Background: an optimization exercise with open tools, aiming at small area, a short achievable clock period and few clock cycles. Do not read the settings as production practice.
Only simulation tests tie the RTL to the original design; equivalence was not proved.
No activity file was given, so power comes from the tool's default toggle rates.

== the reference run ==
==> module top_proc, before the edit <==
module top_proc(
  output reg [31:0] PC,
  output [31:0] dAddress,
  output [31:0] dWriteData,
  output reg MemRead,
  output reg MemWrite,
  input clk,
  input rst,
  input [31:0] instr,
  input [31:0] dReadData);
  localparam [31:0] INITIAL_PC = 32'h00400000;
  localparam [6:0] OP_R = 7'b0110011, OP_I = 7'b0010011, OP_S = 7'b0100011,
                   OP_B = 7'b1100011, OP_L = 7'b0000011;
  reg        dv;           
  reg [31:0] e_a, e_b, e_s, e_p;
  reg        e_cin, p_cin;
  reg        e_add, e_slt, e_and, e_or, e_xor, e_sr, e_sll, e_sra;
  reg        e_we, e_ld_we;
  reg [4:0]  e_rd;
  reg        e_br, e_beq, e_pred;
  reg [13:0] e_off;        
  reg        e_fix;        
  reg        f_a, f_b, f_s;
  reg        p_ld, p_st, p_we, p_ldwe, p_br;
  reg        w_we, w_ld;
  reg [4:0]  w_rd;
  reg [31:0] w_res;
  wire [6:0] op  = instr[6:0];
  wire [4:0] rd  = instr[11:7];
  wire [2:0] f3  = instr[14:12];
  wire [4:0] rs1 = instr[19:15];
  wire [4:0] rs2 = instr[24:20];
  wire       b30 = instr[30];
  wire isR = (op == OP_R);
  wire isI = (op == OP_I);
  wire isS = (op == OP_S);
  wire isB = (op == OP_B);
  wire isL = (op == OP_L);
  wire isA = ~isR & ~isS & ~isB & ~isL;    
  reg [11:0] imm12;
  always @(*) begin
    if (isI | isL)  imm12 = instr[31:20];
    else if (isS)   imm12 = {instr[31:25], instr[11:7]};
    else if (isB)   imm12 = {instr[31], instr[7], instr[30:25], instr[11:8]};
    else            imm12 = 12'b0;
  end
  wire [31:0] imm32 = {{20{imm12[11]}}, imm12};
  wire [12:0] boff  = {instr[31], instr[7], instr[30:25], instr[11:8], 1'b0};
  wire op_sub = isR & b30 & (f3 == 3'b000);
  wire op_sll = (isR | isA) & ~b30 & (f3 == 3'b001);
  wire op_slt = ((isR & ~b30) | isA) & (f3 == 3'b010);
  wire op_xor = ((isR & ~b30) | isA) & (f3 == 3'b100);
  wire op_sr  = (isR | isA) & (f3 == 3'b101);
  wire op_sra = op_sr & b30;
  wire op_or  = ((isR & ~b30) | isA) & (f3 == 3'b110);
  wire op_and = ((isR & ~b30) | isA) & (f3 == 3'b111);
  wire op_add = ~(op_sll | op_slt | op_xor | op_sr | op_or | op_and);
  wire inv_b  = op_sub | op_slt;
  wire use_imm = ~isR & ~isB;
  wire [31:0] rf1, rf2;
  wire [31:0] alu_res;
  wire [31:0] w_data = w_ld ? dReadData : w_res;
  regfile RF(.rd1(rf1), .rd2(rf2), .clk(clk), .ra1(rs1), .ra2(rs2),
             .we(w_we), .wa(w_rd), .wd(w_data));
  wire fe1 = e_we && e_rd == rs1;
  wire fe2 = e_we && e_rd == rs2;
  wire fw1 = w_we && w_rd == rs1;
  wire fw2 = w_we && w_rd == rs2;
  wire [31:0] v1 = fe1 ? alu_res : fw1 ? w_data : rf1;
  wire [31:0] v2 = fe2 ? alu_res : fw2 ? w_data : rf2;
  wire use1 = isR | isI | isL | isS | isB;
  wire use2 = isR | isS | isB;
  wire m1 = use1 && e_rd == rs1;
  wire m2 = use2 && e_rd == rs2;
  wire stall = e_ld_we && (m1 || m2);
  ALU ALU_E(.result(alu_res), .sum(dAddress), .a(e_a), .b(e_b), .p(e_p), .cin(e_cin),
            .sel_add(e_add), .sel_slt(e_slt), .sel_and(e_and), .sel_or(e_or),
            .sel_xor(e_xor), .sel_sr(e_sr), .sel_sll(e_sll), .sra(e_sra));
  assign dWriteData = e_s;
  wire cond_eq  = (e_a == e_b);
  wire cond_add = ((e_a ^ e_b) == {(e_a[30:0] | e_b[30:0]), 1'b0});
  wire cond = e_beq ? cond_eq : cond_add;
  wire redirect = e_br && (cond ^ e_pred);
  wire adv   = dv && !redirect;            
  wire go    = adv && !stall;              
  wire pt    = isB && (boff[12] || (rs1 == rs2 && f3 == 3'b000) ||
                       (rs1 == 5'd0 && rs2 == 5'd0));
  wire pred  = go && pt;
  wire [31:0] pc_tgt = PC + {{18{e_off[13]}}, e_off};
  wire [31:0] pc_p4  = PC + 32'd4;
  wire [13:0] boff4  = {boff[12], boff} - 14'd4;
  wire [31:0] pc_prd = PC + {{18{boff4[13]}}, boff4};
  wire [13:0] off_d = (pt && !stall) ? (14'd4 - {boff[12], boff}) : ({boff[12], boff} - 14'd8);
  always @(posedge clk) begin
    if (!rst) begin
      PC <= INITIAL_PC;
      dv <= 1'b0;
      e_we <= 1'b0; e_ld_we <= 1'b0; e_br <= 1'b0; e_fix <= 1'b0;
      MemRead <= 1'b0; MemWrite <= 1'b0;
      w_we <= 1'b0;
    end else begin
      PC <= redirect ? pc_tgt : (dv && stall) ? PC : pred ? pc_prd : pc_p4;
      dv <= !redirect && !(dv && stall) && !pred;
      e_fix <= adv && stall;
      if (e_fix) begin
        e_we    <= p_we;
        e_ld_we <= p_ldwe;
        e_br    <= p_br;
        MemRead <= p_ld;
        MemWrite <= p_st;
      end else begin
        e_we    <= go && (isR | isI | isL) && rd != 5'd0;
        e_ld_we <= go && isL && rd != 5'd0;
        e_br    <= go && isB;
        MemRead <= go && isL;
        MemWrite <= go && isS;
      end
      w_we <= e_we;
    end
  end
  wire [31:0] b_d = (use_imm ? imm32 : v2) ^ {32{inv_b}};
  wire [31:0] fix_a = f_a ? dReadData : e_a;
  wire [31:0] fix_b = f_b ? dReadData ^ {32{e_cin}} : e_b;
  always @(posedge clk) begin
    if (e_fix) begin
      if (f_a) e_a <= dReadData;
      if (f_b) e_b <= dReadData ^ {32{e_cin}};
      if (f_s) e_s <= dReadData;
      e_p <= fix_a ^ fix_b;
    end else begin
      e_a   <= v1;
      e_b   <= b_d;
      e_p   <= v1 ^ b_d;
      e_s   <= v2;
      p_cin <= inv_b;
      e_add <= op_add; e_slt <= op_slt; e_and <= op_and; e_or <= op_or;
      e_xor <= op_xor; e_sr <= op_sr; e_sll <= op_sll; e_sra <= op_sra;
      e_rd  <= rd;
      e_beq <= (f3 == 3'b000);
      e_pred <= pt && !stall;
      e_off <= off_d;
      f_a <= m1;
      f_b <= m2 && !use_imm;
      f_s <= m2;
      p_we <= (isR | isI | isL) && rd != 5'd0;
      p_ldwe <= isL && rd != 5'd0;
      p_br <= isB;
      p_ld <= isL;
      p_st <= isS;
    end
    e_cin <= e_fix ? p_cin : inv_b;
    w_rd  <= e_rd;
    w_ld  <= MemRead;
    w_res <= alu_res;
  end
endmodule
Settings: LEC_CHECK=0, CAP_MARGIN=20, CORE_MARGIN=2, CORE_UTILIZATION=50, CTS_CLUSTER_DIAMETER=150, CTS_CLUSTER_SIZE=20, SETUP_SLACK_MARGIN=5, SLEW_MARGIN=20; clock period 10.0 ns.
run.sh (not shown) runs the stock make flow with config.mk's settings and CLKGATE_MAP_FILE= SYNTH_SCRIPT=/design/flow/synth_recipe.tcl, a recipe that flattens the netlist after the stock synthesis.
Testbench counts of the reference run, summed over its fixed seeds: cycles 18,279.
Setup changes, the reference run to the trial run
--- a/flow/design.v
+++ b/flow/design.v
@@ -89,7 +89,7 @@
                    OP_B = 7'b1100011, OP_L = 7'b0000011;
   reg        dv;           
   reg [31:0] e_a, e_b, e_s, e_p;
-  reg        e_cin, p_cin;
+  reg        e_cin;
   reg        e_add, e_slt, e_and, e_or, e_xor, e_sr, e_sll, e_sra;
   reg        e_we, e_ld_we;
   reg [4:0]  e_rd;
@@ -164,8 +164,8 @@
   wire pred  = go && pt;
   wire [31:0] pc_tgt = PC + {{18{e_off[13]}}, e_off};
   wire [31:0] pc_p4  = PC + 32'd4;
-  wire [13:0] boff4  = {boff[12], boff} - 14'd4;
-  wire [31:0] pc_prd = PC + {{18{boff4[13]}}, boff4};
+  wire [31:0] pc_m4  = PC - 32'd4;
+  wire [31:0] pc_prd = pc_m4 + {{19{boff[12]}}, boff};
   wire [13:0] off_d = (pt && !stall) ? (14'd4 - {boff[12], boff}) : ({boff[12], boff} - 14'd8);
   always @(posedge clk) begin
     if (!rst) begin
@@ -208,7 +208,7 @@
       e_b   <= b_d;
       e_p   <= v1 ^ b_d;
       e_s   <= v2;
-      p_cin <= inv_b;
+      e_cin <= inv_b;
       e_add <= op_add; e_slt <= op_slt; e_and <= op_and; e_or <= op_or;
       e_xor <= op_xor; e_sr <= op_sr; e_sll <= op_sll; e_sra <= op_sra;
       e_rd  <= rd;
@@ -224,7 +224,6 @@
       p_ld <= isL;
       p_st <= isS;
     end
-    e_cin <= e_fix ? p_cin : inv_b;
     w_rd  <= e_rd;
     w_ld  <= MemRead;
     w_res <= alu_res;
## What came out
The trial run vs. the reference run: part of the power in the clock network went down by 0.4 points. Number of nets in the layout (the trial run vs. the reference run) increases by a few percent. Setup skew after layout: the trial run better than the reference run. The reference run has a lower utilization than the trial run. Worst reg-to-reg path cell count is lower on the trial run. On signed area change from the synthesized netlist to the final layout, the reference run and the trial run are basically level. Of the reference run and the trial run, the run reporting the higher power per cell area was the reference run. The part of the total power dissipated in combinational logic in the trial run was higher than what the reference run gave. The sequential portion of the cell area number comes out higher for the reference run vs the trial run. Number of non-clock buffers in the layout, the reference run and the trial run: smaller value in the reference run. Number of stages on the worst setup path delta for the trial run relative to the reference run: 1 lower. Relative to the reference run, count of cell types in the netlist has increased by 14% in the trial run.
Testbench counts of the trial run, summed over its fixed seeds: cycles 18,279.

---

The RTL this note starts from:
==> flow/design.v <==
module ALU(
  output [31:0] result,
  output [31:0] sum,
  input  [31:0] a,
  input  [31:0] b,
  input  [31:0] p,
  input         cin,
  input         sel_add,    
  input         sel_slt,
  input         sel_and,
  input         sel_or,
  input         sel_xor,
  input         sel_sr,     
  input         sel_sll,
  input         sra);
  wire [31:0] g = a & b;
  wire [31:0] gk [0:5];
  wire [31:0] pk [0:5];
  assign gk[0] = {g[31:1], g[0] | (p[0] & cin)};
  assign pk[0] = p;
  genvar l, j;
  generate for (l = 0; l < 5; l = l + 1) begin : g_lvl
    for (j = 0; j < 32; j = j + 1) begin : g_bit
      if (j >= (1 << l)) begin : g_op
        assign gk[l+1][j] = gk[l][j] | (pk[l][j] & gk[l][j - (1 << l)]);
        assign pk[l+1][j] = pk[l][j] & pk[l][j - (1 << l)];
      end else begin : g_pass
        assign gk[l+1][j] = gk[l][j];
        assign pk[l+1][j] = pk[l][j];
      end
    end
  end endgenerate
  assign sum = p ^ {gk[5][30:0], cin};
  wire slt = (a[31] ^ ~b[31]) ? a[31] : sum[31];
  wire [31:0] a_rev;
  genvar i;
  generate for (i = 0; i < 32; i = i + 1) begin : g_rev
    assign a_rev[i] = a[31 - i];
  end endgenerate
  wire [31:0] sh_in = sel_sll ? a_rev : a;
  wire [63:0] sh_ext = {{32{sra & a[31]}}, sh_in};
  wire [63:0] sh_full = sh_ext >> b[4:0];
  wire [31:0] sh_out = sh_full[31:0];
  wire [31:0] sh_rev;
  generate for (i = 0; i < 32; i = i + 1) begin : g_rev2
    assign sh_rev[i] = sh_out[31 - i];
  end endgenerate
  assign result = ({32{sel_add}} & sum)
                | ({32{sel_slt}} & {31'b0, slt})
                | ({32{sel_and}} & g)
                | ({32{sel_or}}  & (p | g))
                | ({32{sel_xor}} & p)
                | ({32{sel_sr}}  & sh_out)
                | ({32{sel_sll}} & sh_rev);
endmodule
module regfile(
  output [31:0] rd1,
  output [31:0] rd2,
  input         clk,
  input  [4:0]  ra1,
  input  [4:0]  ra2,
  input         we,
  input  [4:0]  wa,
  input  [31:0] wd);
  wire [31:0] rv [0:31];
  assign rv[0] = 32'b0;
  genvar i;
  generate for (i = 1; i < 32; i = i + 1) begin : g_reg
    reg [31:0] r;
    always @(posedge clk)
      if (we && wa == i) r <= wd;
    assign rv[i] = r;
  end endgenerate
  assign rd1 = rv[ra1];
  assign rd2 = rv[ra2];
endmodule
module top_proc(
  output reg [31:0] PC,
  output [31:0] dAddress,
  output [31:0] dWriteData,
  output reg MemRead,
  output reg MemWrite,
  input clk,
  input rst,
  input [31:0] instr,
  input [31:0] dReadData);
  localparam [31:0] INITIAL_PC = 32'h00400000;
  localparam [6:0] OP_R = 7'b0110011, OP_I = 7'b0010011, OP_S = 7'b0100011,
                   OP_B = 7'b1100011, OP_L = 7'b0000011;
  reg        dv;           
  reg [31:0] e_a, e_b, e_s, e_p;
  reg        e_cin;
  reg        e_add, e_slt, e_and, e_or, e_xor, e_sr, e_sll, e_sra;
  reg        e_we, e_ld_we;
  reg [4:0]  e_rd;
  reg        e_br, e_beq, e_pred;
  reg [13:0] e_off;        
  reg        e_fix;        
  reg        f_a, f_b, f_s;
  reg        p_ld, p_st, p_we, p_ldwe, p_br;
  reg        w_we, w_ld;
  reg [4:0]  w_rd;
  reg [31:0] w_res;
  wire [6:0] op  = instr[6:0];
  wire [4:0] rd  = instr[11:7];
  wire [2:0] f3  = instr[14:12];
  wire [4:0] rs1 = instr[19:15];
  wire [4:0] rs2 = instr[24:20];
  wire       b30 = instr[30];
  wire isR = (op == OP_R);
  wire isI = (op == OP_I);
  wire isS = (op == OP_S);
  wire isB = (op == OP_B);
  wire isL = (op == OP_L);
  wire isA = ~isR & ~isS & ~isB & ~isL;    
  reg [11:0] imm12;
  always @(*) begin
    if (isI | isL)  imm12 = instr[31:20];
    else if (isS)   imm12 = {instr[31:25], instr[11:7]};
    else if (isB)   imm12 = {instr[31], instr[7], instr[30:25], instr[11:8]};
    else            imm12 = 12'b0;
  end
  wire [31:0] imm32 = {{20{imm12[11]}}, imm12};
  wire [12:0] boff  = {instr[31], instr[7], instr[30:25], instr[11:8], 1'b0};
  wire op_sub = isR & b30 & (f3 == 3'b000);
  wire op_sll = (isR | isA) & ~b30 & (f3 == 3'b001);
  wire op_slt = ((isR & ~b30) | isA) & (f3 == 3'b010);
  wire op_xor = ((isR & ~b30) | isA) & (f3 == 3'b100);
  wire op_sr  = (isR | isA) & (f3 == 3'b101);
  wire op_sra = op_sr & b30;
  wire op_or  = ((isR & ~b30) | isA) & (f3 == 3'b110);
  wire op_and = ((isR & ~b30) | isA) & (f3 == 3'b111);
  wire op_add = ~(op_sll | op_slt | op_xor | op_sr | op_or | op_and);
  wire inv_b  = op_sub | op_slt;
  wire use_imm = ~isR & ~isB;
  wire [31:0] rf1, rf2;
  wire [31:0] alu_res;
  wire [31:0] w_data = w_ld ? dReadData : w_res;
  regfile RF(.rd1(rf1), .rd2(rf2), .clk(clk), .ra1(rs1), .ra2(rs2),
             .we(w_we), .wa(w_rd), .wd(w_data));
  wire fe1 = e_we && e_rd == rs1;
  wire fe2 = e_we && e_rd == rs2;
  wire fw1 = w_we && w_rd == rs1;
  wire fw2 = w_we && w_rd == rs2;
  wire [31:0] v1 = fe1 ? alu_res : fw1 ? w_data : rf1;
  wire [31:0] v2 = fe2 ? alu_res : fw2 ? w_data : rf2;
  wire use1 = isR | isI | isL | isS | isB;
  wire use2 = isR | isS | isB;
  wire m1 = use1 && e_rd == rs1;
  wire m2 = use2 && e_rd == rs2;
  wire stall = e_ld_we && (m1 || m2);
  ALU ALU_E(.result(alu_res), .sum(dAddress), .a(e_a), .b(e_b), .p(e_p), .cin(e_cin),
            .sel_add(e_add), .sel_slt(e_slt), .sel_and(e_and), .sel_or(e_or),
            .sel_xor(e_xor), .sel_sr(e_sr), .sel_sll(e_sll), .sra(e_sra));
  assign dWriteData = e_s;
  wire cond_eq  = (e_a == e_b);
  wire cond_add = ((e_a ^ e_b) == {(e_a[30:0] | e_b[30:0]), 1'b0});
  wire cond = e_beq ? cond_eq : cond_add;
  wire redirect = e_br && (cond ^ e_pred);
  wire adv   = dv && !redirect;            
  wire go    = adv && !stall;              
  wire pt    = isB && (boff[12] || (rs1 == rs2 && f3 == 3'b000) ||
                       (rs1 == 5'd0 && rs2 == 5'd0));
  wire pred  = go && pt;
  wire [31:0] pc_tgt = PC + {{18{e_off[13]}}, e_off};
  wire [31:0] pc_p4  = PC + 32'd4;
  wire [31:0] pc_m4  = PC - 32'd4;
  wire [31:0] pc_prd = pc_m4 + {{19{boff[12]}}, boff};
  wire [13:0] off_d = (pt && !stall) ? (14'd4 - {boff[12], boff}) : ({boff[12], boff} - 14'd8);
  always @(posedge clk) begin
    if (!rst) begin
      PC <= INITIAL_PC;
      dv <= 1'b0;
      e_we <= 1'b0; e_ld_we <= 1'b0; e_br <= 1'b0; e_fix <= 1'b0;
      MemRead <= 1'b0; MemWrite <= 1'b0;
      w_we <= 1'b0;
    end else begin
      PC <= redirect ? pc_tgt : (dv && stall) ? PC : pred ? pc_prd : pc_p4;
      dv <= !redirect && !(dv && stall) && !pred;
      e_fix <= adv && stall;
      if (e_fix) begin
        e_we    <= p_we;
        e_ld_we <= p_ldwe;
        e_br    <= p_br;
        MemRead <= p_ld;
        MemWrite <= p_st;
      end else begin
        e_we    <= go && (isR | isI | isL) && rd != 5'd0;
        e_ld_we <= go && isL && rd != 5'd0;
        e_br    <= go && isB;
        MemRead <= go && isL;
        MemWrite <= go && isS;
      end
      w_we <= e_we;
    end
  end
  wire [31:0] b_d = (use_imm ? imm32 : v2) ^ {32{inv_b}};
  wire [31:0] fix_a = f_a ? dReadData : e_a;
  wire [31:0] fix_b = f_b ? dReadData ^ {32{e_cin}} : e_b;
  always @(posedge clk) begin
    if (e_fix) begin
      if (f_a) e_a <= dReadData;
      if (f_b) e_b <= dReadData ^ {32{e_cin}};
      if (f_s) e_s <= dReadData;
      e_p <= fix_a ^ fix_b;
    end else begin
      e_a   <= v1;
      e_b   <= b_d;
      e_p   <= v1 ^ b_d;
      e_s   <= v2;
      e_cin <= inv_b;
      e_add <= op_add; e_slt <= op_slt; e_and <= op_and; e_or <= op_or;
      e_xor <= op_xor; e_sr <= op_sr; e_sll <= op_sll; e_sra <= op_sra;
      e_rd  <= rd;
      e_beq <= (f3 == 3'b000);
      e_pred <= pt && !stall;
      e_off <= off_d;
      f_a <= m1;
      f_b <= m2 && !use_imm;
      f_s <= m2;
      p_we <= (isR | isI | isL) && rd != 5'd0;
      p_ldwe <= isL && rd != 5'd0;
      p_br <= isB;
      p_ld <= isL;
      p_st <= isS;
    end
    w_rd  <= e_rd;
    w_ld  <= MemRead;
    w_res <= alu_res;
  end
endmodule
make LEC_CHECK=0 CAP_MARGIN=20 CORE_MARGIN=2 CORE_UTILIZATION=40 SETUP_SLACK_MARGIN=5 SLEW_MARGIN=20 finish   # period 10.0 ns
The starting point finished clean.
Testbench counts at the start, summed over its fixed seeds: cycles 18,279.
==> next run, changes <==
--- a/flow/design.v
+++ b/flow/design.v
@@ -1,38 +1,20 @@
 module ALU(
   output [31:0] result,
   output [31:0] sum,
   input  [31:0] a,
   input  [31:0] b,
-  input  [31:0] p,
   input         cin,
   input         sel_add,    
   input         sel_slt,
   input         sel_and,
   input         sel_or,
   input         sel_xor,
   input         sel_sr,     
   input         sel_sll,
   input         sra);
-  wire [31:0] g = a & b;
-  wire [31:0] gk [0:5];
-  wire [31:0] pk [0:5];
-  assign gk[0] = {g[31:1], g[0] | (p[0] & cin)};
-  assign pk[0] = p;
-  genvar l, j;
-  generate for (l = 0; l < 5; l = l + 1) begin : g_lvl
-    for (j = 0; j < 32; j = j + 1) begin : g_bit
-      if (j >= (1 << l)) begin : g_op
-        assign gk[l+1][j] = gk[l][j] | (pk[l][j] & gk[l][j - (1 << l)]);
-        assign pk[l+1][j] = pk[l][j] & pk[l][j - (1 << l)];
-      end else begin : g_pass
-        assign gk[l+1][j] = gk[l][j];
-        assign pk[l+1][j] = pk[l][j];
-      end
-    end
-  end endgenerate
-  assign sum = p ^ {gk[5][30:0], cin};
+  assign sum = a + b + {31'b0, cin};
   wire slt = (a[31] ^ ~b[31]) ? a[31] : sum[31];
   wire [31:0] a_rev;
   genvar i;
   generate for (i = 0; i < 32; i = i + 1) begin : g_rev
     assign a_rev[i] = a[31 - i];
@@ -45,13 +27,13 @@
   generate for (i = 0; i < 32; i = i + 1) begin : g_rev2
     assign sh_rev[i] = sh_out[31 - i];
   end endgenerate
   assign result = ({32{sel_add}} & sum)
                 | ({32{sel_slt}} & {31'b0, slt})
-                | ({32{sel_and}} & g)
-                | ({32{sel_or}}  & (p | g))
-                | ({32{sel_xor}} & p)
+                | ({32{sel_and}} & (a & b))
+                | ({32{sel_or}}  & (a | b))
+                | ({32{sel_xor}} & (a ^ b))
                 | ({32{sel_sr}}  & sh_out)
                 | ({32{sel_sll}} & sh_rev);
 endmodule
 module regfile(
   output [31:0] rd1,
@@ -86,11 +68,11 @@
   input [31:0] dReadData);
   localparam [31:0] INITIAL_PC = 32'h00400000;
   localparam [6:0] OP_R = 7'b0110011, OP_I = 7'b0010011, OP_S = 7'b0100011,
                    OP_B = 7'b1100011, OP_L = 7'b0000011;
   reg        dv;           
-  reg [31:0] e_a, e_b, e_s, e_p;
+  reg [31:0] e_a, e_b, e_s;
   reg        e_cin;
   reg        e_add, e_slt, e_and, e_or, e_xor, e_sr, e_sll, e_sra;
   reg        e_we, e_ld_we;
   reg [4:0]  e_rd;
   reg        e_br, e_beq, e_pred;
@@ -147,11 +129,11 @@
   wire use1 = isR | isI | isL | isS | isB;
   wire use2 = isR | isS | isB;
   wire m1 = use1 && e_rd == rs1;
   wire m2 = use2 && e_rd == rs2;
   wire stall = e_ld_we && (m1 || m2);
-  ALU ALU_E(.result(alu_res), .sum(dAddress), .a(e_a), .b(e_b), .p(e_p), .cin(e_cin),
+  ALU ALU_E(.result(alu_res), .sum(dAddress), .a(e_a), .b(e_b), .cin(e_cin),
             .sel_add(e_add), .sel_slt(e_slt), .sel_and(e_and), .sel_or(e_or),
             .sel_xor(e_xor), .sel_sr(e_sr), .sel_sll(e_sll), .sra(e_sra));
   assign dWriteData = e_s;
   wire cond_eq  = (e_a == e_b);
   wire cond_add = ((e_a ^ e_b) == {(e_a[30:0] | e_b[30:0]), 1'b0});
@@ -192,23 +174,18 @@
         MemWrite <= go && isS;
       end
       w_we <= e_we;
     end
   end
-  wire [31:0] b_d = (use_imm ? imm32 : v2) ^ {32{inv_b}};
-  wire [31:0] fix_a = f_a ? dReadData : e_a;
-  wire [31:0] fix_b = f_b ? dReadData ^ {32{e_cin}} : e_b;
   always @(posedge clk) begin
     if (e_fix) begin
       if (f_a) e_a <= dReadData;
       if (f_b) e_b <= dReadData ^ {32{e_cin}};
       if (f_s) e_s <= dReadData;
-      e_p <= fix_a ^ fix_b;
     end else begin
       e_a   <= v1;
-      e_b   <= b_d;
-      e_p   <= v1 ^ b_d;
+      e_b   <= (use_imm ? imm32 : v2) ^ {32{inv_b}};
       e_s   <= v2;
       e_cin <= inv_b;
       e_add <= op_add; e_slt <= op_slt; e_and <= op_and; e_or <= op_or;
       e_xor <= op_xor; e_sr <= op_sr; e_sll <= op_sll; e_sra <= op_sra;
       e_rd  <= rd;
After rerunning: Combinational power went down by about 6%; routed wire length goes down by 9.1%; area after synthesis is lower by 5.8%; utilization decreases by 0.26 points; first-iteration DRC count went down by 8.5%; global-route usage went down by 1.1 points; sequential share of layout area rises by 2.7 points; final cell count shrinks by 8.7%.
Testbench counts after the change, summed over its fixed seeds: cycles 18,279.

static timing again, ports no longer ideal:
No port has a modelled driver above. Below, the same layouts with a new extraction and two added sets of constraints. Step 1 assumes that a clkbuf_16 drives the clock port and a buf_2 every other input. Step 2 adds t to the input delays and takes it off the output delays; t is the mean of the earliest and latest rising clock arrival at the registers after step 1. Input paths then give back, and output paths get back, about the clock's delay inside the block. a / b / c = no drivers / after step 1 / after step 2; a / b = the first two.
run	shift t [ns]	setup WS [ns]	clock arrival spread, ns	worst slew at a driven data input, ns	pins driven straight from the clock port
the reference run	0.790	4.396 / 4.321 / 3.994	0.052 / 0.052	0.17	1
the trial run	0.817	4.363 / 4.286 / 4.041	0.037 / 0.036	0.10	1
the first run of note 2	0.862	4.521 / 4.440 / 4.078	0.053 / 0.054	0.11	1
the second run of note 2	0.875	3.656 / 3.575 / 4.101	0.041 / 0.042	0.11	1
After both steps every run listed still meets setup and hold. The setup slack of the first run of note 2, which loses most, moves by -0.081 ns with the drivers and by -0.443 ns with both steps.
